Context: an optimization exercise on an open-source flow, tuned for small area. The choices shown serve that exercise and are no tape-out recipe. Function was checked by simulation only, so behaviour that the tests miss may differ from the original. No activity file was given, so power comes from the tool's default toggle rates.

== raven ==
Design flappy_core, start of the top module:
module flappy_core(
	input  wire        clk,
	input  wire        rst,
	input  wire        tick,
	input  wire        fly,
	input  wire        start,
	input  wire        ret,
	input  wire        rnd_btn,
	input  wire [7:0]  back_data,
	input  wire [7:0]  bird_data1,
	input  wire [7:0]  bird_data2,
	input  wire [7:0]  bird_data3,
	input  wire [7:0]  downtube_data1,
	input  wire [7:0]  downtube_data2,
	input  wire [7:0]  downtube_data3,
	input  wire [7:0]  uptube_data1,
	input  wire [7:0]  uptube_data2,
	input  wire [7:0]  uptube_data3,
	input  wire [7:0]  strip_data,
	input  wire [7:0]  num_data1,
	input  wire [7:0]  num_data2,
	input  wire [7:0]  num_data3,
	input  wire [7:0]  startback_data,
	input  wire [7:0]  retback_data,
	output wire        hsync,
	output wire        vsync,
	output wire [2:0]  red,
	output wire [2:0]  green,
	output wire [1:0]  blue,
	output wire [14:0] back_add,
	output wire [9:0]  bird_add,
	output wire [12:0] downtube_add1,
	output wire [12:0] downtube_add2,
	output wire [12:0] downtube_add3,
	output wire [12:0] uptube_add1,
	output wire [12:0] uptube_add2,
	output wire [12:0] uptube_add3,
	output wire [8:0]  strip_add,
	output wire [10:0] num_add1,
	output wire [10:0] num_add2,
	output wire [10:0] num_add3,
	output wire [10:0] startback_add,
	output wire [10:0] retback_add,
	output wire [1:0]  game_state,
	output wire [9:0]  bird_y,
	output wire [12:0] tube_x1,
	output wire [12:0] tube_x2,
	output wire [12:0] tube_x3,
	output wire [9:0]  tube_top1,
	output wire [9:0]  tube_top2,
	output wire [9:0]  tube_top3,
	output wire [3:0]  score_d0,
	output wire [3:0]  score_d1,
	output wire [3:0]  score_d2,
	output wire [3:0]  high_score_d0,
	output wire [3:0]  high_score_d1,
	output wire [3:0]  high_score_d2
);
Size in the first run: about 420 I/O pins, roughly 16000 um^2 of cells after synthesis.
==> flow/config.mk <==
export PLATFORM = sky130hd
export DESIGN_NAME = flappy_core
export DESIGN_NICKNAME = flappy_core
export VERILOG_FILES = /design/flow/design.v
export SDC_FILE = /design/flow/constraint.sdc
export NUM_CORES = 4
export LEC_CHECK = 0
export CAP_MARGIN = 20
export CORE_MARGIN = 2
export CORE_UTILIZATION = 60
export SLEW_MARGIN = 20
==> flow/constraint.sdc <==
create_clock -name core_clock -period 14.0 [get_ports {clk}]
set_input_delay 2.8000 -clock core_clock [delete_from_list [all_inputs] [get_ports {clk}]]
set_output_delay 2.8000 -clock core_clock [all_outputs]
set_load 0.01 [all_outputs]
standard.sh (not shown) runs the stock make flow with config.mk's settings and CLKGATE_MAP_FILE= SYNTH_SCRIPT=/design/flow/synth_recipe.tcl, a recipe that flattens the netlist after the stock synthesis.
==> flow/flow/run.sh <==
#!/bin/bash
# The standard layout (standard.sh), with these changes:
#  - after synthesis, the netlist is reworked and then laid out:
#    flow/polar.py re-chooses the polarity of the full adders and rebuilds half
#    adders with inverted inputs from plain gates (fewer inverters);
#    flow/remap.sh maps the remaining plain logic again with ABC's area mapper
#    (adders, flip-flops and their names untouched);
#    flow/debuf.py drops buffers that only copy a net to an output port;
#    flow/eq.sh then proves the result equivalent to the synthesized netlist,
#    register by register; if any step fails, the synthesized netlist is used;
#  - the port buffers use the smallest buffer cell;
#  - clock tree synthesis uses clkbuf_8 and no dummy loads.
set -euo pipefail
export BUFFER_PORTS_ARGS="-buffer_cell sky130_fd_sc_hd__buf_1"
export CTS_ARGS="-sink_clustering_enable -repair_clock_nets -buf_list sky130_fd_sc_hd__clkbuf_8 -dont_use_dummy_load"
bash standard.sh synth > synth.log 2>&1
R=orfs/results/${FLOW_PLATFORM:-sky130hd}/flappy_core/base
cp "$R/1_2_yosys.v" net0_synth.v
if python3 flow/polar.py net0_synth.v net1_polar.v > rework.log 2>&1 &&
   bash flow/remap.sh net1_polar.v net2_remap.v >> rework.log 2>&1 &&
   python3 flow/debuf.py net2_remap.v net3_debuf.v >> rework.log 2>&1 &&
   bash flow/eq.sh net0_synth.v net3_debuf.v; then
  echo "rework: netlist replaced" >> rework.log
  cp net3_debuf.v "$R/1_2_yosys.v"
  rm -f "$R/1_synth.odb" "$R/1_synth.sdc"
else
  echo "rework: kept the synthesized netlist" >> rework.log
fi
bash standard.sh > standard_flow.log 2>&1
==> flow/flow/area.abc <==
strash
dc2
dch
amap
topo
Other scripts of this flow, unchanged in this note and not shown: flow/flow/debuf.py, flow/flow/dontuse.txt, flow/flow/eq.sh, flow/flow/polar.py, flow/flow/remap.sh
Changes in ember relative to raven:
==> flow/flow/area.abc <==
strash
dc2
dch
amap
strash
dc2
dch
amap
strash
dc2
dch
amap
topo
Findings:
- [ember vs raven] final standard cell area without fillers: lower in ember
- Half-perimeter wire length after detailed placement: higher on raven
- Re share of cell area taken by flip-flops and latches: raven was lower than ember.
- Taking raven as the reference, in ember worst hold slack shows a reduction of 11 ps, synthesized cell count dropped about 1.7%, post-route fraction of the period consumed by the critical path fell by 0.85 points, arrival time at the worst endpoint went down.
- There was hardly any difference in sequential power between ember and raven.
- Setup slack in ember is larger than in raven.

==> afterwards: timing with drivers on the ports <==
How much do the figures lean on ideal ports? The routed layouts below were timed once more, with nothing changed but the port constraints. Step 1, drivers: a clkbuf_16 drives clk and a buf_2 each remaining input, both assumed. Step 2, shift: input delay + t, output delay - t, t = (earliest + latest rising clock arrival at the registers) / 2. This alone moves slack from input paths to output paths. Slacks: no drivers / after step 1 / after step 2; pairs: no drivers / after step 1.
run	t (ns)	setup WS [ns]	hold WS [ns]
raven	0.512	1.580 / 1.533 / 2.045	0.455 / 0.455 / 0.455
ember	0.504	1.698 / 1.649 / 2.153	0.444 / 0.444 / 0.444
After both steps every run listed still meets setup and hold.
